This is an optimization exercise on Yosys and OpenROAD, whose aim is small area, not a production implementation. The RTL was checked by simulation tests, not by an equivalence proof against the original design. Power figures rest on the tool's default switching activity, not on a simulated workload.

==> design/flow/config.mk <==
export PLATFORM = sky130hd
export DESIGN_NAME = tang_nano_9k_riscv_monitor
export DESIGN_NICKNAME = tang_nano_9k_riscv_monitor
export VERILOG_FILES = /design/flow/design.v
export SDC_FILE = /design/flow/constraint.sdc
export NUM_CORES = 4
export LEC_CHECK = 0
export CAP_MARGIN = 20
export CORE_MARGIN = 2
export CORE_UTILIZATION = 80
export PLACE_DENSITY = 0.9
export SLEW_MARGIN = 20
==> design/flow/standard.sh <==
#!/bin/bash
# synth_recipe.tcl (not shown) runs the flow's synth.tcl, then flattens the netlist and writes it again
# the make line also repeats each setting of config.mk as NAME=value (left out here)
make -C /OpenROAD-flow-scripts/flow DESIGN_CONFIG=/design/flow/config.mk WORK_HOME=/design/flow/orfs CLKGATE_MAP_FILE= SYNTH_SCRIPT=/design/flow/synth_recipe.tcl "${@:-finish}"
==> design/flow/flow/run.sh <==
#!/bin/bash
# The standard layout, with clock tree synthesis told not to add dummy loads
# and to cluster the flip-flops under clkbuf_8 buffers.
set -euo pipefail
export CTS_ARGS="-sink_clustering_enable -repair_clock_nets -dont_use_dummy_load -buf_list sky130_fd_sc_hd__clkbuf_8 -sink_clustering_size 20 -sink_clustering_max_diameter 30"
bash standard.sh > standard.log 2>&1
==> design/flow/design.v <==
module tang_nano_9k_riscv_monitor
(
  input clk_27mhz,
  input button_s1,
  input uart_rx,
  output [6-1:0] led,
  output uart_tx
);
  wire clk = clk_27mhz;
  wire rst = ~button_s1;
  reg rx_hold;
  reg rx_bsy;
  reg data_valid;
  reg [3:0] rx_q;
  reg [3:0] rx_b;
  reg [7:0] rx_data;
  wire rx_begin = ~rx_bsy & ~uart_rx & rx_hold;
  wire rx_end = rx_bsy & (rx_b == 4'd9) & (rx_q == 4'd5);
  wire start_invalid = rx_bsy & (rx_b == 4'd0) & (rx_q < 4'd5) & uart_rx;
  wire stop_invalid = rx_bsy & (rx_b == 4'd9) & ~uart_rx;
  always @(posedge clk) begin
    if(rst) begin
      rx_hold <= 1'b0;
      rx_bsy <= 1'b0;
      data_valid <= 1'b0;
    end else begin
      rx_hold <= uart_rx;
      if(rx_begin) begin
        rx_bsy <= 1'b1;
      end else if(start_invalid | stop_invalid | rx_end) begin
        rx_bsy <= 1'b0;
      end
      data_valid <= rx_end;
    end
  end
  always @(posedge clk) begin
    if(~rx_bsy) begin
      rx_q <= 4'd0;
      rx_b <= 4'd0;
    end else if(rx_q == 4'd8) begin
      rx_q <= 4'd0;
      rx_b <= rx_b + 4'd1;
    end else begin
      rx_q <= rx_q + 4'd1;
    end
  end
  always @(posedge clk) begin
    if(rx_bsy && rx_q == 4'd2 && rx_b != 4'd0 && rx_b != 4'd9) begin
      rx_data <= { uart_rx, rx_data[7:1] };
    end
  end
  reg fifo_full;
  reg fifo_ov;
  reg fifo_re;
  always @(posedge clk) begin
    if(rst) begin
      fifo_full <= 1'b0;
      fifo_ov <= 1'b0;
    end else begin
      if(data_valid) begin
        fifo_full <= 1'b1;
      end else if(fifo_re) begin
        fifo_full <= 1'b0;
      end
      fifo_ov <= fifo_re;
    end
  end
  localparam [3:0] FSM_IDLE = 4'd0;
  localparam [3:0] FSM_DECODE = 4'd1;
  localparam [3:0] FSM_RESET = 4'd2;
  localparam [3:0] FSM_EXEC = 4'd3;
  localparam [3:0] FSM_TAM = 4'd4;
  localparam [3:0] FSM_DATA = 4'd5;
  localparam [3:0] FSM_BYTES = 4'd6;
  localparam [3:0] FSM_IGET = 4'd7;
  localparam [3:0] FSM_IRECV = 4'd8;
  localparam [3:0] FSM_IWRITE = 4'd9;
  reg [3:0] fsm;
  reg risc_clk;
  reg risc_rst;
  reg send_trig;
  reg imem_we;
  reg [5:0] monitor_addr;
  reg [2:0] imem_cnt;
  reg [4:0] ar;
  reg [24:0] xr;
  reg tx_bsy;
  always @(posedge clk) begin
    if(rst) begin
      fsm <= FSM_IDLE;
      fifo_re <= 1'b0;
      risc_clk <= 1'b0;
      risc_rst <= 1'b0;
      send_trig <= 1'b0;
      imem_we <= 1'b0;
    end else begin
      fifo_re <= 1'b0;
      risc_clk <= 1'b0;
      risc_rst <= 1'b0;
      send_trig <= 1'b0;
      imem_we <= 1'b0;
      case(fsm)
        FSM_IDLE: begin
          if(fifo_full) begin
            fifo_re <= 1'b1;
            fsm <= FSM_DECODE;
          end
        end
        FSM_DECODE: begin
          if(fifo_ov) begin
            case(rx_data)
              8'h00: fsm <= FSM_RESET;
              8'h01: fsm <= FSM_EXEC;
              8'h02: begin
                imem_cnt <= 3'd0;
                fsm <= FSM_IGET;
              end
              default: fsm <= FSM_IDLE;
            endcase
          end
        end
        FSM_RESET: begin
          risc_rst <= 1'b1;
          risc_clk <= 1'b1;
          fsm <= FSM_IDLE;
        end
        FSM_EXEC: begin
          risc_clk <= 1'b1;
          fsm <= FSM_TAM;
        end
        FSM_TAM: begin
          if(~tx_bsy) begin
            send_trig <= 1'b1;
            monitor_addr <= 6'd0;
            fsm <= FSM_DATA;
          end
        end
        FSM_DATA: begin
          if(monitor_addr == 6'd32) begin
            fsm <= FSM_IDLE;
          end else begin
            fsm <= FSM_BYTES;
          end
        end
        FSM_BYTES: begin
          if(~tx_bsy) begin
            monitor_addr <= monitor_addr + 6'd1;
            send_trig <= 1'b1;
            fsm <= FSM_DATA;
          end
        end
        FSM_IGET: begin
          if(fifo_full) begin
            fifo_re <= 1'b1;
            fsm <= FSM_IRECV;
          end
        end
        FSM_IRECV: begin
          if(fifo_ov) begin
            imem_cnt <= imem_cnt + 3'd1;
            if(imem_cnt == 3'd4) begin
              fsm <= FSM_IWRITE;
            end else begin
              fsm <= FSM_IGET;
            end
          end
        end
        FSM_IWRITE: begin
          imem_we <= 1'b1;
          fsm <= FSM_IDLE;
        end
        default: begin
          fsm <= FSM_IDLE;
        end
      endcase
    end
  end
  reg [4:0] ph;
  reg ph_run;
  wire [3:0] p16 = ph[3:0];
  always @(posedge clk) begin
    if(ph_run) begin
      ph <= ph + 5'd1;
    end else begin
      ph <= 5'd0;
    end
    ph_run <= ph_run | rst;
  end
  reg tx;
  reg [3:0] tx_q;
  reg [3:0] tx_b;
  reg [7:0] sbuf;
  wire [1:0] a_pair;
  wire tx_begin = send_trig & ~tx_bsy;
  wire tx_end = tx_bsy & (tx_b == 4'd10) & (tx_q == 4'd0);
  always @(posedge clk) begin
    if(rst) begin
      tx_bsy <= 1'b0;
      tx <= 1'b1;
      tx_q <= 4'd0;
      tx_b <= 4'd0;
    end else begin
      if(tx_begin) begin
        tx_bsy <= 1'b1;
      end else if(tx_end) begin
        tx_bsy <= 1'b0;
      end
      if(~tx_bsy | tx_end) begin
        tx_q <= 4'd0;
        tx_b <= 4'd0;
      end else if(tx_q == 4'd8) begin
        tx_q <= 4'd0;
        tx_b <= tx_b + 4'd1;
      end else begin
        tx_q <= tx_q + 4'd1;
      end
      if(tx_bsy) begin
        if(tx_q == 4'd1) begin
          case(tx_b)
            4'd0: tx <= 1'b0;
            4'd1: tx <= sbuf[0];
            4'd2: tx <= sbuf[1];
            4'd3: tx <= sbuf[2];
            4'd4: tx <= sbuf[3];
            4'd5: tx <= sbuf[4];
            4'd6: tx <= sbuf[5];
            4'd7: tx <= sbuf[6];
            4'd8: tx <= sbuf[7];
            default: tx <= 1'b1;
          endcase
        end
      end else begin
        tx <= 1'b1;
      end
    end
  end
  always @(posedge clk) begin
    if(fsm == FSM_TAM && ~tx_bsy) begin
      sbuf <= 8'd32;
    end else if(tx_bsy && ((tx_b == 4'd8 && tx_q >= 4'd2) || tx_b >= 4'd9)) begin
      case(p16)
        4'd0: sbuf[1:0] <= a_pair;
        4'd1: sbuf[3:2] <= a_pair;
        4'd2: sbuf[5:4] <= a_pair;
        4'd3: sbuf[7:6] <= a_pair;
        default: ;
      endcase
    end
  end
  assign uart_tx = tx;
  assign led[0] = uart_rx;
  assign led[1] = ~rx_bsy;
  assign led[2] = tx;
  assign led[3] = ~tx_bsy;
  assign led[4] = button_s1;
  assign led[5] = ~button_s1;
  wire [31:0] w = { rx_data, xr[24:1] };
  wire [2:0] wf3 = w[14:12];
  reg [24:0] enc;
  always @(*) begin
    enc = w[31:7];
    case(w[6:0])
      7'h13: begin
        if(wf3 == 3'd1) enc[24:18] = 7'd0;
      end
      7'h33: begin
        enc[7:5] = 3'd1;
        enc[24:18] = { 3'b100, wf3, (wf3 == 3'd0) ? |w[31:25] : w[30] };
      end
      7'h03: begin
        enc[7:5] = 3'd1;
        enc[24:18] = { 5'b10100, w[26:25] };
      end
      7'h23: begin
        enc[7:5] = 3'd1;
        enc[24:18] = { 5'b10110, w[26:25] };
      end
      7'h63: begin
        enc[7:5] = 3'd1;
        if(wf3[2:1] == 2'b01) begin
          enc[24:18] = 7'b1110000;
        end else begin
          enc[24:18] = { 3'b110, wf3[2:1], w[26:25] };
          enc[0] = wf3[0];
        end
      end
      default: begin
        enc[7:5] = 3'd1;
        enc[24:18] = 7'b1110000;
      end
    endcase
  end
  reg [32*25-1:0] imr;
  reg imem_pend;
  wire [24:0] im_head = imr[24:0];
  wire im_hit = (ph == ar);
  wire im_wr = (imem_we | imem_pend) & im_hit;
  always @(posedge clk) begin
    imr <= { im_wr ? xr : im_head, imr[32*25-1:25] };
    imem_pend <= (imem_we | imem_pend) & ~im_hit;
  end
  localparam [2:0] C_IDLE = 3'd0;
  localparam [2:0] C_WAIT = 3'd1;
  localparam [2:0] C_P1 = 3'd2;
  localparam [2:0] C_P2 = 3'd3;
  localparam [2:0] C_EX = 3'd4;
  localparam [2:0] C_P0 = 3'd5;
  reg [2:0] cst;
  reg kill;
  reg crst;
  reg [5:0] pc;       
  reg cy;
  reg nz;
  reg sres;
  reg sgn;
  reg [31:0] tsh;
  wire busy = (cst != C_IDLE);
  wire in_p0 = (cst == C_P0);
  wire in_p1 = (cst == C_P1);
  wire in_p2 = (cst == C_P2);
  wire in_wait = (cst == C_WAIT);
  wire x_shift = ~rst & (fsm == FSM_IRECV) & fifo_ov & (imem_cnt != 3'd0);
  wire loading = (fsm == FSM_IGET) | (fsm == FSM_IRECV) | (fsm == FSM_IWRITE) | imem_we | imem_pend;
  wire x_fetch = (~busy | (in_wait & (p16 != 4'd15))) & ~loading & (ph == pc[5:1]);
  always @(posedge clk) begin
    if(x_shift) begin
      xr <= (imem_cnt == 3'd4) ? enc : { rx_data, xr[24:8] };
    end else if(x_fetch) begin
      xr <= im_head;
    end
  end
  wire [24:0] ir = xr[24:0];
  wire [6:0] F7 = ir[24:18];
  wire [4:0] RS2 = ir[17:13];
  wire [4:0] RS1 = ir[12:8];
  wire [2:0] F3 = ir[7:5];
  wire [4:0] RD = ir[4:0];
  wire other = (F3 == 3'd1) & F7[6];
  wire is_i = ~other;
  wire is_r = other & (F7[5:4] == 2'd0);
  wire is_ls = other & (F7[5:4] == 2'd1);
  wire is_b = other & (F7[5:4] == 2'd2);
  wire is_s = is_ls & F7[3];
  wire is_l = is_ls & ~F7[3];
  wire is_alu = is_i | is_r;
  wire [2:0] af3 = is_r ? F7[3:1] : F3;
  wire is_slt = is_alu & (af3[2:1] == 2'b01);
  wire is_shift = is_alu & (af3[1:0] == 2'b01);
  wire sub = is_b | (is_alu & (af3[2:1] == 2'b01)) | (is_r & (af3 == 3'd0) & F7[0]);
  wire arith = is_r ? F7[0] : F7[5];
  wire use_imm = is_i | is_ls;
  wire two_pass = is_shift | is_ls;
  wire [11:0] imm = { F7, is_s ? RD : RS2 };
  wire [2:0] bf3 = { F7[3:2], RD[0] };
  wire [5:0] boff = { F7[1:0], RD[4:1] };
  reg [1023:0] rf;
  reg [1023:0] dm;
  reg clr_pend;
  reg clr_act;
  wire [4:0] a_addr = ~busy ? monitor_addr[4:0] : (in_p0 | (in_p2 & is_s)) ? RS2 : RS1;
  wire [1:0] rf_head [0:31];
  wire [1:0] dm_head [0:31];
  wire rd_we;
  wire [1:0] rd_wd;
  wire st_we;
  genvar k;
  generate
    for(k = 0; k < 32; k = k + 1) begin : g_ring
      assign rf_head[k] = rf[32*k +: 2];
      assign dm_head[k] = dm[32*k +: 2];
      wire rf_ins = clr_act | (rd_we & (RD == k));
      wire dm_ins = st_we & (ar == k);
      always @(posedge clk) begin
        rf[32*k +: 32] <= { rf_ins ? (clr_act ? 2'b00 : rd_wd) : rf[32*k +: 2], rf[32*k+2 +: 30] };
        dm[32*k +: 32] <= { dm_ins ? a_pair : dm[32*k +: 2], dm[32*k+2 +: 30] };
      end
    end
  endgenerate
  assign a_pair = rf_head[a_addr];
  wire [1:0] d_pair = dm_head[ar];
  always @(posedge clk) begin
    if(rst) begin
      clr_pend <= 1'b1;
      clr_act <= 1'b0;
    end else if(clr_act) begin
      if(p16 == 4'd15) begin
        clr_act <= 1'b0;
        clr_pend <= 1'b0;
      end
    end else if(clr_pend && ~busy && p16 == 4'd15) begin
      clr_act <= 1'b1;
    end
  end
  reg [1:0] imm_pair;
  always @(*) begin
    case(p16)
      4'd0: imm_pair = imm[1:0];
      4'd1: imm_pair = imm[3:2];
      4'd2: imm_pair = imm[5:4];
      4'd3: imm_pair = imm[7:6];
      4'd4: imm_pair = imm[9:8];
      4'd5: imm_pair = imm[11:10];
      default: imm_pair = { imm[11], imm[11] };
    endcase
  end
  wire [1:0] bsrc = use_imm ? imm_pair : { tsh[30], tsh[31] };
  wire [1:0] bb = sub ? ~bsrc : bsrc;
  wire cin = (p16 == 4'd0) ? sub : cy;
  wire s0 = a_pair[0] ^ bb[0] ^ cin;
  wire c0 = (a_pair[0] & bb[0]) | (a_pair[0] & cin) | (bb[0] & cin);
  wire s1 = a_pair[1] ^ bb[1] ^ c0;
  wire c1 = (a_pair[1] & bb[1]) | (a_pair[1] & c0) | (bb[1] & c0);
  reg [1:0] alu_pair;
  always @(*) begin
    case(af3)
      3'd4: alu_pair = a_pair ^ bsrc;
      3'd6: alu_pair = a_pair | bsrc;
      3'd7: alu_pair = a_pair & bsrc;
      default: alu_pair = { s1, s0 };
    endcase
  end
  wire eq = ~(nz | s0 | s1);
  wire lt = s1;
  wire ltu = ~c1;
  reg taken_c;
  always @(*) begin
    case(bf3)
      3'd0: taken_c = eq;
      3'd1: taken_c = ~eq;
      3'd4: taken_c = lt;
      3'd5: taken_c = ~lt;
      3'd6: taken_c = ltu;
      3'd7: taken_c = ~ltu;
      default: taken_c = 1'b0;
    endcase
  end
  wire taken = is_b & taken_c;
  wire right = af3[2];
  wire fill = right & arith & sgn;
  wire [5:0] u = right ? (6'd32 - { 1'b0, ar }) : { 1'b0, ar };
  wire [33:0] wv = { tsh, right ? { fill, fill } : { a_pair[0], a_pair[1] } };
  wire [1:0] sh_pair = { wv[u], wv[u + 6'd1] };
  wire t_rot = in_p1 & (is_b | (is_r & ~is_shift));
  wire t_load = in_p0 | (in_p1 & right) | (in_p2 & ~right);
  wire [1:0] t_in = t_rot ? tsh[31:30] : t_load ? { a_pair[0], a_pair[1] } : { 2{ in_p2 & fill } };
  wire last = (p16 == 4'd15);
  wire in_ex = (cst == C_EX);
  wire done = (in_p1 & last & ~two_pass & ~is_slt) | (in_p2 & last) | in_ex;
  assign rd_we = ~kill & ((in_p1 & is_alu & ~is_shift) | (in_p2 & (is_shift | is_l)) | in_ex);
  assign rd_wd = in_ex ? { 1'b0, sres } :
                 in_p1 ? (is_slt ? 2'b00 : alu_pair) :
                 (is_l ? d_pair : sh_pair);
  assign st_we = in_p2 & is_s;
  always @(posedge clk) begin
    if(risc_clk) begin
      cst <= C_WAIT;
      kill <= rst;
      crst <= risc_rst;
    end else begin
      if(rst) kill <= 1'b1;
      case(cst)
        C_IDLE: ;
        C_WAIT: if(last) cst <= (is_r | is_b) ? C_P0 : C_P1;
        C_P0: if(last) cst <= C_P1;
        C_P1: if(last) cst <= two_pass ? C_P2 : (is_slt ? C_EX : C_IDLE);
        C_P2: if(last) cst <= C_IDLE;
        default: cst <= C_IDLE;
      endcase
    end
  end
  always @(posedge clk) begin
    cy <= c1;
    nz <= ((p16 == 4'd0) ? 1'b0 : nz) | s0 | s1;
    if(in_p1 & last) begin
      sres <= (af3[0]) ? ltu : lt;
      sgn <= a_pair[1];
    end
    if(~rst && fsm == FSM_IRECV && fifo_ov && imem_cnt == 3'd0) begin
      ar <= rx_data[4:0];
    end else if(in_p0 | (in_p1 & is_i)) begin
      case(p16)
        4'd0: ar[1:0] <= in_p0 ? a_pair : bsrc;
        4'd1: ar[3:2] <= in_p0 ? a_pair : bsrc;
        4'd2: ar[4] <= in_p0 ? a_pair[0] : bsrc[0];
        default: ;
      endcase
    end else if(in_p1 & is_ls) begin
      case(p16)
        4'd1: ar[1:0] <= { s1, s0 };
        4'd2: ar[3:2] <= { s1, s0 };
        4'd3: ar[4] <= s0;
        default: ;
      endcase
    end
    tsh <= { tsh[29:0], t_in };
  end
  always @(posedge clk) begin
    if(rst) begin
      pc <= 6'd0;
    end else if(done & ~kill) begin
      if(crst) begin
        pc <= 6'd0;
      end else if(taken) begin
        pc <= pc + boff;
      end else begin
        pc <= pc + 6'd2;
      end
    end
  end
endmodule
==> design/flow/constraint.sdc <==
create_clock -name core_clock -period 37.0 [get_ports {clk_27mhz}]
set_input_delay 7.4000 -clock core_clock [delete_from_list [all_inputs] [get_ports {clk_27mhz}]]
set_output_delay 7.4000 -clock core_clock [all_outputs]
set_load 0.01 [all_outputs]
==> results of run 1 <==
[synth_stat cells (35+ instances only)]
master,instances,area share (%)
a21oi_1,82,0.59
clkbuf_1,60,0.32
nor2_1,152,0.82
mux2_2,38,0.62
dfxtp_1,2940,85
inv_1,46,0.25
o21ai_2,41,0.52
nand3_1,51,0.37
mux2i_1,35,0.50
nand3b_1,77,0.83
ha_1,40,0.72
o21ai_0,91,0.66
edfxtp_1,51,2.2
nand2_1,227,1.2
[area by class of cell]
class | instances | area (sq um)
repair buffers | 29 | 244
inverters | 48 | 180
flip-flops and latches | 2991 | 60400
well taps | 1155 | 1450
clock buffers | 323 | 4450
diodes | 4 | 10.0
fillers | 2720 | 11300
multi-input cells | 1289 | 8340
[power by group]
group	switching, mW	internal [mW]	total, mW
sequential	0.0320	3.25	3.28
clock	1.01	0.778	1.79
combinational	0.163	0.0702	0.233
[through the flow]
stage          util (%)  area, sq um  setup WS, ns  hold WS [ns]
6_report           86.9        75100         20.26         0.259
5_1_grt            86.9        75000         20.29         0.250
3_3_place_gp       81.7        70600         20.53         0.309
2_1_floorplan         -        69400         21.41         0.310
3_5_place_dp       81.7        70600         20.47         0.312
4_1_cts            86.9        75000         20.34         0.252
[layer usage]
metal	part of all wire (%)	global-route usage (%)	routed length (um)	vias to the layer above
li1	-	-	-	14826
met1	36	41.3	55400	16499
met2	49	58.2	75300	2412
met3	8.5	8.91	13200	950
met4	7.2	23.3	11200	12
met5	0.052	0	80	-
[state kept, by name, summed over array words and instances (netlist names), 6 cells and up]
name,cells
dm,1024
rf,1024
imr,800
tsh,32
xr,25
rx_data,8
sbuf,8
monitor_addr,6
pc,6
[cells by family after synthesis]
logic type	Yosys count	synth area share, %
xor+xnor	44	0.555
simple gates	708	5.14
mux	86	1.54
fa+ha+maj	44	0.822
buf+inv	152	1.01
flops	2991	87.0
compound gates	407	3.92
[worst max-delay path by stage]
| stage | start | endpoint | slack (ns) | cells after the start |
|---|---|---|---|---|
| floorplan | button_s1 | led[5] | 21.41 | 4 |
| global placement | button_s1 | led[5] | 20.53 | 3 |
| detailed placement | button_s1 | led[5] | 20.47 | 3 |
| CTS | button_s1 | led[5] | 20.34 | 3 |
| global route | button_s1 | led[5] | 20.29 | 3 |
| finish | button_s1 | led[5] | 20.26 | 3 |
==> flow_metrics.tcl, run 1 <==
set metrics [dict create \
    relSlewSlack_pct 19.8 \
    die_x_um 299 \
    cts_hold_buf 0 \
    drc_errors 0 \
    ys_types 85 \
    ys_seq_area_share_pct 87.0 \
    cap_violations 0 \
    clock_path_buffers 4 \
    holdPathStages 0 \
    grt_pass1_vias 37293 \
    synth-seq-cells 2991 \
    rows 108 \
    viasPerCell 5.94 \
    crit_type "in2out" \
    status "complete, no violations" \
    setup_tns_ns 0 \
    die_h_um 299 \
    grt_max_degree 68 \
    syn_area_sq_um 69400 \
    grt.total_usage_pct 35.3 \
    wl_per_cell_um 26.6 \
    worstPathBufferInverterCount 3 \
    path_cells "clkdlybuf4s50_1 > inv_1 > clkdlybuf4s50_1" \
    dr.pass1.iters 11 \
    cts.repair.resized 0 \
    dieArea_sq_um 89100 \
    core-area_sq_um 86300 \
    powerDensity_nw_per_um2 70.7 \
    finalHoldViolCount 0 \
    final_common_cell "dfxtp_1" \
    crit_fanout 14 \
    hold_class "reg2reg" \
    async_flop_share_pct 0 \
    initial_core_util_pct 80.4 \
    drt_iter0_drc 4084 \
    max_freq_mhz 59.7 \
    syn_area_per_cell_sq_um 15.7 \
    rr_startpoint "xr[7]$_DFFE_PP_" \
    drt_wl_total_um 155000 \
    finalSetupViolCount 0 \
    grt_pass1_wl_um 230000 \
    ys.flop_type "dfxtp_1" \
    dp_cells 5511 \
    drtAntennaViolNets 0 \
    portBuffers 9 \
    finClkSkew_ns 0.106 \
    synth_nets 4478 \
    tightest_slew_ns 1.20 \
    dp.final_hpwl_um 86000 \
    min_period_over_period_pct 45.2 \
    required_ns 29.60 \
    synth_warnings 1 \
    io_pins 10 \
    root_buffer "clkbuf_8" \
    grt_overflow 0 \
    worstHoldEndpoint "dm[597]$_DFF_P_" \
    p_leak_nw 29.4 \
    worst_path_largest_cell_delay_ns 1.14 \
    post_cts_buffers 0 \
    startpoint_type "input pin" \
    min_from "dm[599]$_DFF_P_" \
    areaGrowthSynthToFinish_pct 8.14 \
    antenna_found_initial 10 \
    r2r-end "pc[5]$_SDFFE_PN0P_" \
    syn_inst 4432 \
    crit_arrival_ns 9.34 \
    slew_viol_final 0 \
    clkLatencyLatePin_ns 1.01 \
    r2r_cells 24 \
    cts_tree "done" \
    min_period_ns 16.74 \
    place_congestion 0.894 \
    synth_edf_count 51 \
    cp_top_family "buffers and inverters" \
    cts_buffers 323 \
    htree_levels 5 \
    grt_setup_unrepaired "false" \
    end_kind "primary output" \
    r2r_setup_slack_ns 28.56 \
    fin_nets 4728 \
    final_cells 5839 \
    cts.sinks 2991 \
    vdd_ir_drop_max_mv 0.0642 \
    vias 34699 \
    drive_above_1_share_pct 10.0 \
    cp_common_cell "clkdlybuf4s50_1" \
    clk_pin_slew_ns 0.09 \
    final_cell_mix "2,939 x dfxtp_1, 323 x clkbuf_8, 227 x nand2_1, 152 x nor2_1, 91 x o21ai_0" \
    cpMaxStageDelayCell "clkdlybuf4s50_1" \
    finalPower_mw 5.31 \
]
==> inputs of run 2 (changes only) <==
==> design/flow/flow/run.sh (replaced) <==
#!/bin/bash
# The standard layout, with clock tree synthesis told not to add dummy loads
# and how to cluster the flip-flops.
set -euo pipefail
export CTS_ARGS="-sink_clustering_enable -repair_clock_nets -dont_use_dummy_load -buf_list sky130_fd_sc_hd__clkbuf_16 -sink_clustering_size 30 -sink_clustering_max_diameter 40"
bash standard.sh > standard.log 2>&1
--- a/design/flow/config.mk
+++ b/design/flow/config.mk
@@ -9,4 +9,4 @@
 export CORE_MARGIN = 2
-export CORE_UTILIZATION = 80
-export PLACE_DENSITY = 0.9
+export CORE_UTILIZATION = 70
+export PLACE_DENSITY = 0.8
 export SLEW_MARGIN = 20
==> flow_metrics.tcl, run 2 <==
set metrics [dict create \
    status "complete, no violations" \
    required_ns 29.60 \
    place_congestion 0.885 \
    grt_pass1_wl_um 186000 \
    htree_levels 4 \
    finClkSkew_ns 0.124 \
    dr.pass1.iters 6 \
    ys_top_cells_by_area "dfxtp_1 85%, edfxtp_1 2.2%, nand2_1 1.2%, nand3b_1 0.83%, nor2_1 0.82%" \
    end_kind "primary output" \
    drt_iter0_drc 2608 \
    die_x_um 319 \
    crit_fanout 21 \
    p_leak_nw 29.3 \
    path_cells "clkdlybuf4s50_1 > inv_1 > buf_4 > clkdlybuf4s50_1" \
    timing.hold.ws_ns 0.243 \
    syn_area_per_cell_sq_um 15.7 \
    portBuffers 9 \
    async_flop_share_pct 0 \
    setup_tns_ns 0 \
    synth-seq-cells 2991 \
    drt_wl_total_um 120000 \
    initial_core_util_pct 70.6 \
    startpoint_type "input pin" \
    grt.total_usage_pct 24.0 \
    dp_slack_ns 20.42 \
    diodes 0 \
    max_freq_mhz 60.3 \
    syn_inst 4432 \
    powerDensity_nw_per_um2 70.2 \
    final_cell_mix "2,940 x dfxtp_1, 227 x nand2_1, 176 x clkbuf_16, 152 x nor2_1, 91 x o21ai_0" \
    synth_warnings 1 \
    crit_type "in2out" \
    synth_nets 4478 \
    fin_nets 4580 \
    clock_path_buffers 3 \
    dp_cells 5642 \
    dp.final_hpwl_um 67900 \
    cts.repair.resized 0 \
    relSlewSlack_pct 24.9 \
    rows 115 \
    vias 30722 \
    synth_edf_count 51 \
    vdd_ir_drop_max_mv 0.0755 \
    antenna_found_initial 7 \
    clkLatencyLatePin_ns 0.80 \
    cp_top_family "buffers and inverters" \
    nFillCells 5131 \
    top_regs "dm x1024, rf x1024, imr x800" \
    grt_setup_unrepaired "false" \
    root_buffer "clkbuf_16" \
    hold_class "reg2reg" \
    ys_seq_area_share_pct 87.0 \
    drtAntennaViolNets 0 \
    dieArea_sq_um 102000 \
    viasPerCell 5.28 \
    synthTopCellsByCount "2,940 x dfxtp_1, 227 x nand2_1, 152 x nor2_1" \
    ys.flop_type "dfxtp_1" \
    min_period_over_period_pct 44.8 \
    synth_top_area_share_pct 84.8 \
    worstPathBufferInverterCount 4 \
    cp_common_cell "clkdlybuf4s50_1" \
    cts_buffers 176 \
    grt_pass1_vias 32287 \
    utilization_pct 76.5 \
    finalPower_mw 5.27 \
    worst_path_largest_cell_delay_ns 0.71 \
    grt_overflow 0 \
    finalHoldViolCount 0 \
    cts_hold_buf 0 \
    min_period_ns 16.59 \
    final_cell_area_sq_um 75200 \
    cpMaxStageDelayCell "clkdlybuf4s50_1" \
    post_dp_cell_area_sq_um 70700 \
    post_cts_buffers 0 \
    areaGrowthSynthToFinish_pct 8.29 \
    final_cells 5819 \
    core-area_sq_um 98300 \
    crit_arrival_ns 9.19 \
    finalSetupViolCount 0 \
    drc_errors 0 \
    postLayoutSetupSlackWorst_ns 20.41 \
    die_h_um 319 \
    tightest_slew_ns 1.12 \
    drive_above_1_share_pct 7.06 \
    cts_tree "done" \
    wl_per_cell_um 20.7 \
    cap_violations 0 \
    cts.sinks 2991 \
    yosysMostFrequentCell "dfxtp_1" \
    clk_pin_slew_ns 0.08 \
    syn_area_sq_um 69400 \
    slew_viol_final 0 \
    io_pins 10 \
    grt_max_degree 70 \
    synth_top_area_cell "dfxtp_1" \
    ys_types 85 \
    final_common_cell "dfxtp_1" \
]
[run 2: cell types whose count changed in the layout (fill, tap and decap cells not counted)]
cell       change
dfxtp_2        -1
clkbuf_16    +176
buf_4          -1
diode_2        -4
clkbuf_8     -323
dfxtp_1        +1
[run 2: cell type report]
class | count | area, sq um | area share, %
clock buffers | 176 | 4400 | 5.86
multi-input cells | 1289 | 8340 | 11.1
flip-flops and latches | 2991 | 60400 | 80.3
inverters | 48 | 180 | 0.240
well taps | 1287 | 1610 | 2.14
repair buffers | 28 | 236 | 0.315
[run 2: path summary, 6_finish.rpt]
| kind | start | endpoint | slack [ns] | cells after the start |
|---|---|---|---|---|
| worst min register to register | rf[34]$_DFF_P_ | rf[32]$_DFF_P_ | 0.24 | 0 |
| worst max register to register | xr[6]$_DFFE_PP_ | pc[4]$_SDFFE_PN0P_ | 28.98 | 23 |
| worst min-delay path | rf[34]$_DFF_P_ | rf[32]$_DFF_P_ | 0.24 | 0 |
| worst max-delay path | button_s1 | led[5] | 20.41 | 4 |
[run 2: layer usage]
| metal | GRT usage (%) | part of all wire [%] |
|---|---|---|
| met2 | 39.7 | 48 |
| met3 | 4.25 | 4.9 |
| met5 | 0 | 0.011 |
| met1 | 31.4 | 43 |
| met4 | 10.1 | 4.0 |
[run 2: where the power goes]
part,switching [mW],internal (mW)
combinational,0.149,0.0710
clock,0.942,0.842
sequential,0.0239,3.25
total,1.11,4.16
[run 2: kinds of logic (layout without fill, tap and decap cells)]
logic type	Yosys count	in the layout	share of synthesized area (%)
fa+ha+maj	44	44	0.822
flops	2991	2991	87.0
buf+inv	152	252	1.01
compound gates	407	407	3.92
simple gates	708	708	5.14
mux	86	86	1.54
xor+xnor	44	44	0.555
[run 2: worst register-to-register path, stage by stage (launching register included)]
cell and delay (ns):
edfxtp_1 0.57, nand4bb_1 0.56, nor2_1 0.69, o221ai_1 0.63, nor3_1 0.68, a221oi_1 0.23, a211oi_1 0.49, a21oi_1 0.09
and3_2 0.26, nor2_1 0.12, buf_4 0.28, inv_2 0.31, fa_1 0.54, fa_1 0.64, nor2b_1 0.08, a31oi_1 0.22
xor2_1 0.11, nor2_1 0.11, a31oi_1 0.07, nor2_1 0.59, nor2_1 0.11, a2111oi_0 0.39, a21oi_1 0.08, nor2_1 0.10
==> inputs of run 3 (changes only) <==
==> design/flow/flow/run.sh (replaced) <==
#!/bin/bash
# The standard layout, with clock tree synthesis told not to add dummy loads
# and to cluster the flip-flops under clkbuf_8 buffers.
set -euo pipefail
export CTS_ARGS="-sink_clustering_enable -repair_clock_nets -dont_use_dummy_load -buf_list sky130_fd_sc_hd__clkbuf_8 -sink_clustering_size 18 -sink_clustering_max_diameter 40"
bash standard.sh > standard.log 2>&1
==> flow_metrics.tcl, run 3 <==
set metrics [dict create \
    status "complete, no violations" \
    finalHoldViolCount 0 \
    core-area_sq_um 98300 \
    cts.repair.resized 0 \
    rows 115 \
    grt_overflow 0 \
    swShare_pct 21.4 \
    p_int_mw 3.81 \
    hold_class "reg2reg" \
    async_flop_share_pct 0 \
    drt_iter0_drc 2245 \
    htree_levels 4 \
    vias 30030 \
    fin_nets 4609 \
    crit_fanout 21 \
    finClkSkew_ns 0.144 \
    drtAntennaViolNets 0 \
    syn_area_per_cell_sq_um 15.7 \
    r2r-end "pc[4]$_SDFFE_PN0P_" \
    grt_max_degree 70 \
    dp.final_hpwl_um 67900 \
    finalSetupViolCount 0 \
    crit_type "in2out" \
    slew_viol_final 0 \
    max_freq_mhz 60.3 \
    cts_buffers 205 \
    grt_setup_unrepaired "false" \
    critPathLaunch "button_s1" \
    synth_nets 4478 \
    cts.sinks 2991 \
    synth_top_area_cell "dfxtp_1" \
    relSlewSlack_pct 28.7 \
    r2r_cells 24 \
    nFillCells 5385 \
    syn_inst 4432 \
    die_h_um 319 \
    tightest_slew_ns 1.07 \
    p_seq_share_pct 67.4 \
    timing.hold.ws_ns 0.268 \
    top_regs "dm x1024, rf x1024, imr x800" \
    combPwrFrac_pct 4.5 \
    synth-seq-cells 2991 \
    antenna_found_initial 6 \
    wl_per_cell_um 18.2 \
    grt_pass1_wl_um 164000 \
    initial_core_util_pct 70.6 \
    drt_wl_total_um 106000 \
    synthTopCellsByCount "2,940 x dfxtp_1, 227 x nand2_1, 152 x nor2_1" \
    post_cts_buffers 0 \
    cts_tree "done" \
    powerDensity_nw_per_um2 65.9 \
    ys_seq_area_share_pct 87.0 \
    drc_errors 0 \
    crit_path_end "led[5]" \
    clock_path_buffers 3 \
    yosysMostFrequentCell "dfxtp_1" \
    rr_startpoint "xr[7]$_DFFE_PP_" \
    p_sw_mw 1.04 \
    synth_warnings 1 \
    final_cell_mix "2,940 x dfxtp_1, 227 x nand2_1, 205 x clkbuf_8, 152 x nor2_1, 91 x o21ai_0" \
    drive_above_1_share_pct 7.65 \
    ys_top_cells_by_area "dfxtp_1 85%, edfxtp_1 2.2%, nand2_1 1.2%, nand3b_1 0.83%, nor2_1 0.82%" \
    cts_hold_buf 0 \
    end_kind "primary output" \
    startpoint_type "input pin" \
    r2r_setup_slack_ns 29.12 \
    final_common_cell "dfxtp_1" \
    min_period_over_period_pct 44.8 \
    p_leak_nw 28.6 \
    dieArea_sq_um 102000 \
    place_congestion 0.885 \
    clkLatencyLatePin_ns 0.91 \
    crit_arrival_ns 9.19 \
    required_ns 29.60 \
    vdd_ir_drop_max_mv 0.0566 \
    clock_power_share_pct 28.1 \
    synth_edf_count 51 \
    dr.pass1.iters 6 \
    areaGrowthSynthToFinish_pct 6.02 \
    syn_area_sq_um 69400 \
    portBuffers 9 \
    setup_tns_ns 0 \
    ys_types 85 \
    io_pins 10 \
    die_x_um 319 \
    cap_violations 0 \
    clk_pin_slew_ns 0.10 \
    viasPerCell 5.13 \
    grt.total_usage_pct 20.9 \
    synth_top_area_share_pct 84.8 \
    min_period_ns 16.59 \
    ys.flop_type "dfxtp_1" \
    root_buffer "clkbuf_8" \
    grt_pass1_vias 30509 \
]
## run 3: cell counts after synthesis
No cell type changed its count.
## run 3: how the worst min path moves through the flow
stage	slack, ns	depth (start not counted)	endpoint	start
2_1_floorplan	0.31	0	dm[0]$_DFF_P_	dm[2]$_DFF_P_
3_3_place_gp	0.31	0	rf[320]$_DFF_P_	rf[322]$_DFF_P_
4_1_cts	0.27	0	dm[650]$_DFF_P_	dm[652]$_DFF_P_
5_1_grt	0.28	0	imr[41]$_DFF_P_	imr[66]$_DFF_P_
3_5_place_dp	0.31	0	dm[732]$_DFF_P_	dm[734]$_DFF_P_
6_report	0.27	0	dm[650]$_DFF_P_	dm[652]$_DFF_P_
## run 3: cell type report
type,instances,area (sq um),area share [%]
clock buffer,205,2820,3.83
multi-input combinational,1289,8340,11.3
timing repair buffer,28,236,0.321
antenna,3,7.51,0.0102
inverter,48,180,0.245
sequential,2991,60400,82.1
tap,1287,1610,2.19
## run 3: worst max-delay path: stages
cell             delay, ns
clkdlybuf4s50_1       0.71
inv_1                 0.14
buf_4                 0.31
clkdlybuf4s50_1       0.61
## run 3: power groups by stage
| stage | Clock [mW] | Sequential [mW] | Combinational (mW) |
|---|---|---|---|
| 6_report | 1.36 | 3.27 | 0.218 |
| 4_1_cts | 1.40 | 3.27 | 0.214 |
| 3_5_place_dp | 0 | 3.34 | 0.214 |
| 5_1_grt | 1.50 | 3.27 | 0.234 |
| 2_1_floorplan | 0 | 3.33 | 0.171 |
| 3_3_place_gp | 0 | 3.34 | 0.208 |
## run 3: layer usage
metal,part of all wire [%],GRT usage [%]
met1,46,28.6
met2,46,33.3
met3,4.7,3.49
met4,3.8,9.46
met5,0,0
## run 3: stage by stage
| stage | util (%) | total power, mW | setup WS, ns | cells | instance area, sq um |
|---|---|---|---|---|---|
| floorplan | - | 3.50 | 21.41 | 4432 | 69400 |
| global placement | 72.0 | 3.55 | 20.40 | 5642 | 70700 |
| detailed placement | 72.0 | 3.56 | 20.42 | 5642 | 70700 |
| CTS | 74.9 | 4.88 | 20.42 | 5847 | 73600 |
| global route | 74.9 | 5.01 | 20.34 | 5850 | 73600 |
| finish | 74.9 | 4.85 | 20.41 | 5851 | 73600 |
## run 3: cells by family after synthesis
kind of cell,share of synthesized area (%)
AO/OA/AOI/OAI,3.92
multiplexers,1.54
adder cells (fa/ha/maj),0.822
flip-flops,87.0
XOR/XNOR,0.555
buffers and inverters,1.01
AND/OR/NAND/NOR,5.14
==> inputs of run 4 (changes only) <==
==> design/flow/flow/run.sh (replaced) <==
#!/bin/bash
# The standard layout, with clock tree synthesis told not to add dummy loads
# and to cluster the flip-flops under clkbuf_8 buffers.
set -euo pipefail
export CTS_ARGS="-sink_clustering_enable -repair_clock_nets -dont_use_dummy_load -buf_list sky130_fd_sc_hd__clkbuf_8 -sink_clustering_size 20 -sink_clustering_max_diameter 40"
bash standard.sh > standard.log 2>&1
==> flow_metrics.tcl, run 4 <==
set metrics [dict create \
    status "complete, no violations" \
    post_cts_buffers 0 \
    grt_max_degree 70 \
    drt_wl_total_um 106000 \
    startpoint_type "input pin" \
    vias 29913 \
    met1_usage_pct 28.6 \
    slew_viol_final 0 \
    end_kind "primary output" \
    grt_overflow 0 \
    timing.hold.ws_ns 0.248 \
    ys_types 85 \
    synth_top_area_cell "dfxtp_1" \
    synth_top_area_share_pct 84.8 \
    cts_buffers 192 \
    ys_top_cells_by_area "dfxtp_1 85%, edfxtp_1 2.2%, nand2_1 1.2%, nand3b_1 0.83%, nor2_1 0.82%" \
    cts.sinks 2991 \
    finalSetupViolCount 0 \
    finClkSkew_ns 0.104 \
    synthTopCellsByCount "2,940 x dfxtp_1, 227 x nand2_1, 152 x nor2_1" \
    async_flop_share_pct 0 \
    wl_per_cell_um 18.1 \
    cpMaxStageDelayCell "clkdlybuf4s50_1" \
    path_cells "clkdlybuf4s50_1 > inv_1 > buf_4 > clkdlybuf4s50_1" \
    cap_violations 0 \
    clkLatencyLatePin_ns 0.90 \
    synth_edf_count 51 \
    die_h_um 319 \
    nFillCells 5443 \
    swShare_pct 21.4 \
    finalHoldViolCount 0 \
    io_pins 10 \
    max_freq_mhz 60.3 \
    core-area_sq_um 98300 \
    dr.pass1.iters 6 \
    drive_above_1_share_pct 7.39 \
    grt_use_met2_pct 32.9 \
    grt.total_usage_pct 20.8 \
    use_met3_pct 3.58 \
    final_cell_mix "2,940 x dfxtp_1, 227 x nand2_1, 192 x clkbuf_8, 152 x nor2_1, 91 x o21ai_0" \
    crit_arrival_ns 9.19 \
    clock_path_buffers 3 \
    cts_tree "done" \
    root_buffer "clkbuf_8" \
    grt_pass1_wl_um 163000 \
    grt_pass1_vias 30205 \
    ys_seq_area_share_pct 87.0 \
    drt_iter0_drc 2241 \
    crit_fanout 21 \
    grt_setup_unrepaired "false" \
    drc_errors 0 \
    areaGrowthSynthToFinish_pct 5.78 \
    r2r_setup_slack_ns 29.04 \
    portBuffers 9 \
    cts_hold_buf 0 \
    die_x_um 319 \
    final_common_cell "dfxtp_1" \
    place_congestion 0.885 \
    synth_nets 4478 \
    p_leak_nw 28.5 \
    clock_power_share_pct 27.6 \
    vdd_ir_drop_max_mv 0.0550 \
    busiest_layer "met2" \
    p_seq_share_pct 67.9 \
    antenna_found_initial 8 \
    worstPathBufferInverterCount 4 \
    dp.final_hpwl_um 67900 \
    viasPerCell 5.12 \
    syn_area_per_cell_sq_um 15.7 \
    yosysMostFrequentCell "dfxtp_1" \
    tightest_slew_ns 1.10 \
    p_int_mw 3.78 \
    fin_nets 4596 \
    combPwrFrac_pct 4.5 \
    synth-seq-cells 2991 \
    drtAntennaViolNets 0 \
    finalPower_mw 4.81 \
    dieArea_sq_um 102000 \
    htree_levels 4 \
    rows 115 \
    syn_inst 4432 \
    top_regs "dm x1024, rf x1024, imr x800" \
    relSlewSlack_pct 26.7 \
    min_period_ns 16.59 \
    min_period_over_period_pct 44.8 \
    synth_warnings 1 \
    cp_common_cell "clkdlybuf4s50_1" \
    initial_core_util_pct 70.6 \
    crit_type "in2out" \
    cp_top_family "buffers and inverters" \
    powerDensity_nw_per_um2 65.6 \
    hold_class "reg2reg" \
    p_sw_mw 1.03 \
    clk_pin_slew_ns 0.10 \
    worst_path_largest_cell_delay_ns 0.71 \
    syn_area_sq_um 69400 \
    cts.repair.resized 0 \
    setup_tns_ns 0 \
    required_ns 29.60 \
    ys.flop_type "dfxtp_1" \
]
## run 4: cell count changes in the layout (fill, tap and decap cells not counted)
cell / before / now
diode_2: 3 / 6
clkbuf_8: 205 / 192
## run 4: area by class of cell
class	count	area [sq um]	area share, %
Timing Repair Buffer	28	236	0.322
Sequential cell	2991	60400	82.3
Multi-Input combinational cell	1289	8340	11.4
Antenna cell	6	15.0	0.0205
Clock buffer	192	2640	3.60
Inverter	48	180	0.245
Tap cell	1287	1610	2.19
## run 4: power groups by stage
stage               combinational (mW)  clock [mW]  sequential, mW
floorplan                        0.171           0            3.33
global placement                 0.208           0            3.34
detailed placement               0.214           0            3.34
global route                     0.234        1.47            3.27
finish                           0.218        1.33            3.27
CTS                              0.215        1.36            3.27
## run 4: final timing paths
check	start	end	cells past startpoint
setup / recovery	button_s1	led[5]	4
hold / removal	imr[467]$_DFF_P_	imr[442]$_DFF_P_	0
setup reg to reg	xr[6]$_DFFE_PP_	pc[5]$_SDFFE_PN0P_	23
hold reg to reg	imr[467]$_DFF_P_	imr[442]$_DFF_P_	0
## run 4: routing by layer
metal,vias up,routed length (um)
met3,289,4810
met5,-,12
met1,14274,49100
li1,14564,-
met2,784,47700
met4,2,3880
## run 4: through the flow
stage | std cells | cell area, sq um | utilization [%] | worst slack [ns]
global placement | 5642 | 70700 | 72.0 | 20.40
detailed placement | 5642 | 70700 | 72.0 | 20.42
finish | 5841 | 73400 | 74.7 | 20.41
floorplan | 4432 | 69400 | - | 21.41
global route | 5840 | 73400 | 74.7 | 20.34
CTS | 5834 | 73400 | 74.7 | 20.42
## run 4: worst reg2reg max path, stage by stage, from the launching register on
cell and delay, ns:
edfxtp_1 0.56, nand4bb_1 0.56, nor2_1 0.67, o221ai_1 0.61, nor3_1 0.70, a22oi_1 0.22
a211oi_1 0.48, a21oi_1 0.09, and3_2 0.26, nor2_1 0.13, buf_4 0.28, inv_2 0.30
fa_1 0.54, fa_1 0.64, nor2b_1 0.08, a31oi_1 0.23, xor2_1 0.11, nor2_1 0.10
a31oi_1 0.07, nor2_1 0.58, a21oi_1 0.18, a21oi_1 0.19, nor2b_1 0.06, o21a_1 0.17
## run 4: kinds of logic after synthesis
kind of cell	count (synthesis)	share of synthesized area, %
AOI/OAI and AO/OA	407	3.92
xor gates and xnor gates	44	0.555
adders and majority gates	44	0.822
buffers and inverters	152	1.01
DFF	2991	87.0
muxes	86	1.54
and+or+nand+nor	708	5.14
==> inputs of run 5 (changes only) <==
==> design/flow/flow/run.sh (replaced) <==
#!/bin/bash
# The standard layout, with clock tree synthesis told not to add dummy loads
# and to cluster the flip-flops under clkbuf_8 buffers.
set -euo pipefail
export CTS_ARGS="-sink_clustering_enable -repair_clock_nets -dont_use_dummy_load -buf_list sky130_fd_sc_hd__clkbuf_8 -sink_clustering_size 20 -sink_clustering_max_diameter 35"
bash standard.sh > standard.log 2>&1
--- a/design/flow/config.mk
+++ b/design/flow/config.mk
@@ -9,4 +9,4 @@
 export CORE_MARGIN = 2
-export CORE_UTILIZATION = 70
-export PLACE_DENSITY = 0.8
+export CORE_UTILIZATION = 65
+export PLACE_DENSITY = 0.75
 export SLEW_MARGIN = 20
==> flow_metrics.tcl, run 5 <==
set metrics [dict create \
    status "complete, no violations" \
    wl_per_cell_um 17.1 \
    portBuffers 9 \
    drc_errors 0 \
    syn_inst 4432 \
    root_buffer "clkbuf_8" \
    areaGrowthSynthToFinish_pct 7.63 \
    drt_wl_total_um 103000 \
    grt_pass1_vias 29945 \
    required_ns 29.60 \
    ys_types 85 \
    rows 119 \
    slew_viol_final 0 \
    finClkSkew_ns 0.120 \
    cpMaxStageDelayCell "clkdlybuf4s50_1" \
    path_cells "clkdlybuf4s50_1 > inv_1 > buf_4 > clkdlybuf4s50_1" \
    end_kind "primary output" \
    vdd_ir_drop_max_mv 0.0531 \
    viasPerCell 4.97 \
    grt.total_usage_pct 19.0 \
    dp_slack_ns 20.42 \
    wl_met2_um 45000 \
    cp_common_cell "clkdlybuf4s50_1" \
    crit_type "in2out" \
    min_period_ns 16.57 \
    dp_cells 5752 \
    final_cell_mix "2,940 x dfxtp_1, 274 x clkbuf_8, 227 x nand2_1, 152 x nor2_1, 91 x o21ai_0" \
    startpoint_type "input pin" \
    finalSetupViolCount 0 \
    syn_area_per_cell_sq_um 15.7 \
    grt_pass1_wl_um 160000 \
    wl_met3_um 4370 \
    clkLatencyLatePin_ns 0.97 \
    fin_nets 4683 \
    drive_above_1_share_pct 9.13 \
    final_common_cell "dfxtp_1" \
    grt_max_degree 67 \
    max_freq_mhz 60.4 \
    synth-seq-cells 2991 \
    timing.hold.ws_ns 0.238 \
    p_leak_nw 29.1 \
    finalHoldViolCount 0 \
    ys_seq_area_share_pct 87.0 \
    hold_class "reg2reg" \
    synth_edf_count 51 \
    crit_arrival_ns 9.17 \
    clk_pin_slew_ns 0.10 \
    m1WireLength_um 49200 \
    syn_area_sq_um 69400 \
    cts.repair.resized 0 \
    ys_top_cells_by_area "dfxtp_1 85%, edfxtp_1 2.2%, nand2_1 1.2%, nand3b_1 0.83%, nor2_1 0.82%" \
    synthTopCellsByCount "2,940 x dfxtp_1, 227 x nand2_1, 152 x nor2_1" \
    relSlewSlack_pct 27.7 \
    drtAntennaViolNets 0 \
    ys.flop_type "dfxtp_1" \
    die_x_um 331 \
    setup_tns_ns 0 \
    drt_iter0_drc 1933 \
    place_congestion 0.872 \
    dp.final_hpwl_um 63400 \
    core-area_sq_um 106000 \
    dieArea_sq_um 109000 \
    cts.sinks 2991 \
    crit_fanout 21 \
    powerDensity_nw_per_um2 67.7 \
    synth_nets 4478 \
    clock_path_buffers 4 \
    worst_path_largest_cell_delay_ns 0.69 \
    antenna_found_initial 6 \
    top_layer_used "met4" \
    async_flop_share_pct 0 \
    cts_hold_buf 0 \
    r2r_setup_slack_ns 28.81 \
    top_regs "dm x1024, rf x1024, imr x800" \
    grt_setup_unrepaired "false" \
    initial_core_util_pct 65.7 \
    die_h_um 331 \
    htree_levels 5 \
    cap_violations 0 \
    synth_top_area_share_pct 84.8 \
    dr.pass1.iters 5 \
    postLayoutSetupSlackWorst_ns 20.43 \
    cts_buffers 274 \
    vias 29976 \
    min_period_over_period_pct 44.8 \
    grt_overflow 0 \
    cts_tree "done" \
    tightest_slew_ns 1.08 \
    finalPower_mw 5.06 \
    yosysMostFrequentCell "dfxtp_1" \
    io_pins 10 \
    final_cells 6030 \
    synth_top_area_cell "dfxtp_1" \
    post_cts_buffers 0 \
    synth_warnings 1 \
]
run 5: logic make-up after synthesis:
family                     share of synthesized area [%]
AOI/OAI and AO/OA                                   3.92
xor gates and xnor gates                           0.555
adders and majority gates                          0.822
buffers and inverters                               1.01
DFF                                                 87.0
muxes                                               1.54
and+or+nand+nor                                     5.14
run 5: final timing paths:
kind	depth (start not counted)	to	from
hold reg to reg	0	dm[717]$_DFF_P_	dm[719]$_DFF_P_
setup / recovery	4	led[5]	button_s1
hold / removal	0	dm[717]$_DFF_P_	dm[719]$_DFF_P_
setup reg to reg	23	pc[4]$_SDFFE_PN0P_	xr[7]$_DFFE_PP_
run 5: worst max-delay path, delay by kind of cell:
kind	cells	cell delay [ns]
buffers and inverters	4	1.76
run 5: final cells by class:
type | instances | area (sq um)
sequential | 2991 | 60400
fill | 6413 | 30900
multi-input combinational | 1289 | 8340
clock buffer | 274 | 3770
tap | 1391 | 1740
timing repair buffer | 33 | 270
inverter | 48 | 180
antenna | 4 | 10.0
run 5: power by group:
part / total, mW / leakage (nW) / switching, mW / internal (mW)
clock network: 1.57 / 1.97 / 0.903 / 0.662
logic: 0.220 / 3.00 / 0.148 / 0.0724
registers: 3.27 / 24.1 / 0.0233 / 3.25
total: 5.06 / 29.1 / 1.07 / 3.98
run 5: stage by stage:
stage	util [%]	area, sq um
final	70.8	74700
after global routing	70.8	74700
after CTS	70.8	74700
after detailed placement	67.2	70900
after global placement	67.2	70900
after floorplan	-	69400
run 5: layer usage:
layer	GRT usage, %	vias up
met1	26.8	14199
met5	0	-
met3	3.21	293
met2	28.9	727
li1	-	14757
met4	9.56	0

-- static timing again, ports no longer ideal --
How much do the figures lean on ideal ports? The routed layouts below were timed once more, with nothing changed but the port constraints. Step 1: set_driving_cell puts a clkbuf_16 on clk_27mhz and a buf_2 on each other input, an assumption about the parent block. Step 2 moves the port delays by t, midway between the first and last clock arrival at a register: inputs arrive t later, outputs are due t later. That takes back most of the time a late clock gives input paths. Three values: no drivers, after step 1, after step 2; two values: the first two.
| run | t (ns) | setup WS [ns] | worst setup path after step 2 | latest minus earliest clock arrival (ns) |
|---|---|---|---|---|
| run 1 | 1.028 | 20.262 / 20.195 / 20.195 | input to output | 0.115 / 0.116 |
| run 2 | 0.810 | 20.414 / 20.392 / 20.392 | input to output | 0.138 / 0.138 |
| run 3 | 0.903 | 20.409 / 20.387 / 20.387 | input to output | 0.155 / 0.154 |
| run 4 | 0.914 | 20.411 / 20.388 / 20.388 | input to output | 0.110 / 0.110 |
| run 5 | 0.978 | 20.431 / 20.411 / 20.411 | input to output | 0.120 / 0.120 |
After both steps setup and hold are still met in every run listed. For run 1, which loses most, drivers alone change the setup slack by -0.067 ns; drivers and shift together by -0.067 ns.
